Context: an optimization exercise on an open-source flow, tuned for small area, a short achievable clock period and few clock cycles per item. The choices shown serve that exercise and are no tape-out recipe.
The RTL was checked by simulation tests, not by an equivalence proof against the original design.

== the previous run ==
==> module DIVIDER, before the edit <==
module DIVIDER (
    input  logic        clk, clr, go,
    input  logic [1:0]  func3,
    input  logic [31:0] rs1, rs2,
    output logic        done,
    output logic [31:0] rd
);
localparam logic S_PREP = 1'b0, S_ITER = 1'b1;
logic        state;
logic        done_r;
logic [31:0] R, B, Q;
logic [3:0]  cnt;
logic        neg_q, neg_r, is_rem;
logic        neg_out;    
assign done = done_r;
logic [31:0] orp;
always_comb begin
    orp = R;
    for (int l = 0; l < 5; l++)
        for (int i = 0; i < 32; i++)
            if (i[l]) orp[i] = orp[i] | orp[((i >> l) << l) - 1];
end
assign rd = R ^ ({orp[30:0], 1'b0} & {32{neg_out}});
logic        sgn;
logic [31:0] abs_a, abs_b;
assign sgn   = ~func3[0];
assign abs_a = (sgn & rs1[31]) ? -rs1 : rs1;
assign abs_b = (sgn & rs2[31]) ? -rs2 : rs2;
logic [5:0]  za, zb;
logic [6:0]  dd;
logic        b_zero, short_op;
lzc32 lz_a (.x(R), .n(za));
lzc32 lz_b (.x(B), .n(zb));
assign dd       = {1'b0, zb} - {1'b0, za};
assign b_zero   = zb[5];
assign short_op = b_zero | dd[6];
logic [32:0] d1;
logic [33:0] d2;
logic [34:0] d3, csa_s, csa_c, x3, y3, z3;
logic        ge1, ge2, ge3;
addbk #(.W(33)) add1 (.a({1'b0, R}), .b(~{1'b0, B}), .cin(1'b1), .s(d1));
addbk #(.W(34)) add2 (.a({2'b0, R}), .b(~{1'b0, B, 1'b0}), .cin(1'b1), .s(d2));
assign x3 = {3'b0, R};
assign y3 = {3'b0, B};
assign z3 = ~{1'b0, B, 2'b0};
assign csa_s = x3 ^ y3 ^ z3;
assign csa_c = (x3 & y3) | (x3 & z3) | (y3 & z3);
addbk #(.W(35)) add3 (.a(csa_s), .b({csa_c[33:0], 1'b1}), .cin(1'b0), .s(d3));
assign ge1 = ~d1[32];
assign ge2 = ~d2[33];
assign ge3 = ~d3[34];
logic [31:0] r_next;
logic [1:0]  qd;
always_comb begin
    if (ge3)      r_next = d3[31:0];
    else if (ge2) r_next = d2[31:0];
    else if (ge1) r_next = d1[31:0];
    else          r_next = R;
end
assign qd = {ge2, ge3 | (ge1 & ~ge2)};
logic need_neg;
assign need_neg = is_rem ? neg_r : neg_q;
always_ff @(posedge clk) begin
    if (done_r) begin
        B      <= abs_b;
        is_rem <= func3[1];
        neg_r  <= sgn & rs1[31];
        neg_q  <= sgn & (rs1[31] ^ rs2[31]) & (rs2 != 32'b0);
    end else if (state == S_PREP) begin
        B      <= B << {dd[4:1], 1'b0};
    end else begin
        B      <= {2'b0, B[31:2]};
    end
    if (state == S_PREP) begin
        Q   <= 32'b0;
        cnt <= dd[4:1];
    end else begin
        Q   <= {Q[29:0], qd};
        cnt <= cnt - 4'd1;
    end
end
always_ff @(posedge clk) begin
    if (clr) begin
        done_r <= 1'b1;
        state  <= S_PREP;
    end else if (done_r) begin
        if (go) begin
            R      <= abs_a;
            state  <= S_PREP;
            done_r <= 1'b0;
        end
    end else begin
        case (state)
        S_PREP: begin
            if (short_op & ~is_rem) R <= {32{b_zero}};
            neg_out <= is_rem & neg_r;
            if (short_op) begin
                done_r <= 1'b1;
            end else begin
                state <= S_ITER;
            end
        end
        S_ITER: begin
            if ((cnt == 4'd0) & ~is_rem) R <= {Q[29:0], qd};
            else                         R <= r_next;
            if (cnt == 4'd0) begin
                neg_out <= need_neg;
                done_r  <= 1'b1;
            end
        end
        endcase
    end
end
endmodule
clock: 10.0 ns
lec_check: 0
abc_clock_period_in_ps: 3000
cap_margin: 20
core_margin: 2
core_utilization: 40
setup_slack_margin: 5
slew_margin: 20
run.sh (not shown) runs the stock make flow with config.mk's settings and CLKGATE_MAP_FILE= SYNTH_SCRIPT=/design/flow/synth_recipe.tcl, a recipe that flattens the netlist after the stock synthesis.
Testbench counts of the previous run, summed over its fixed seeds: cycles 21,603, items 3,200.
Here is what was changed in the inputs of the current run compared with the previous run.
-- flow/design.v --
<<< the previous run, line 14
logic        neg_out;    
assign done = done_r;
logic [31:0] orp;
always_comb begin
    orp = R;
    for (int l = 0; l < 5; l++)
        for (int i = 0; i < 32; i++)
            if (i[l]) orp[i] = orp[i] | orp[((i >> l) << l) - 1];
end
assign rd = R ^ ({orp[30:0], 1'b0} & {32{neg_out}});
logic        sgn;
logic [31:0] abs_a, abs_b;
>>> the current run, line 14
logic        neg_out;    
assign done = done_r;
addbk #(.W(32)) rdneg (.a(R ^ {32{neg_out}}), .b(32'b0), .cin(neg_out), .s(rd));
logic        sgn;
logic [31:0] abs_a, abs_b;
Findings:
On hold slack: the current run sits below the previous run. The current run: non-clock buffer area fraction after layout higher than the previous run. Area after synthesis grows slightly when moving from the previous run to the current run. Between the previous run and the current run, critical path depth is higher for the current run, the previous run comes in under that. Final cell count down 1.9% in the current run wrt the previous run. In the floorplan summary, the current run is listed with a die area greater than that of the previous run. Compared with the previous run, the current run shows a higher largest fanout on the critical path. Compared with the previous run, the current run shows required time of the critical path lower by 2110 ps. Per the comparison of the current run with the previous run, aggregate global routing overflow has remained practically unchanged; number of non-clock inverters moved down; design area increased by 330 sq um relative to the old numbers; initial antenna violation count shrank by 1; non-clock buffer count climbed about 9%.
Testbench counts of the current run, summed over its fixed seeds: cycles 21,603, items 3,200.

port drivers added, routing unchanged:
The results above use ideal ports. As a check the final layouts listed here were re-extracted and re-timed, cells and wires unchanged.
Step 1 sets driving cells, clkbuf_16 on the clock port and buf_2 on the other inputs (assumed; they add their load-dependent delay and slew).
Step 2 times the ports against the registers' clock, not the clock port: input delays grow and output delays shrink by t, the midpoint of the rising clock arrivals with the driver on.
a / b / c = ideal ports / drivers / drivers and shift; a / b = the first two.
| run | t, ns | setup WS [ns] | worst setup path after step 2 | pins driven straight from the clock port |
|---|---|---|---|---|
| the previous run | 0.418 | 5.108 / 5.133 / 4.719 | input to register | 1 |
| the current run | 0.419 | 4.844 / 4.794 / 4.676 | input to register | 1 |
After both steps setup and hold are still met in every run listed. The setup slack of the previous run, which loses most, moves by +0.025 ns with the drivers and by -0.389 ns with both steps.
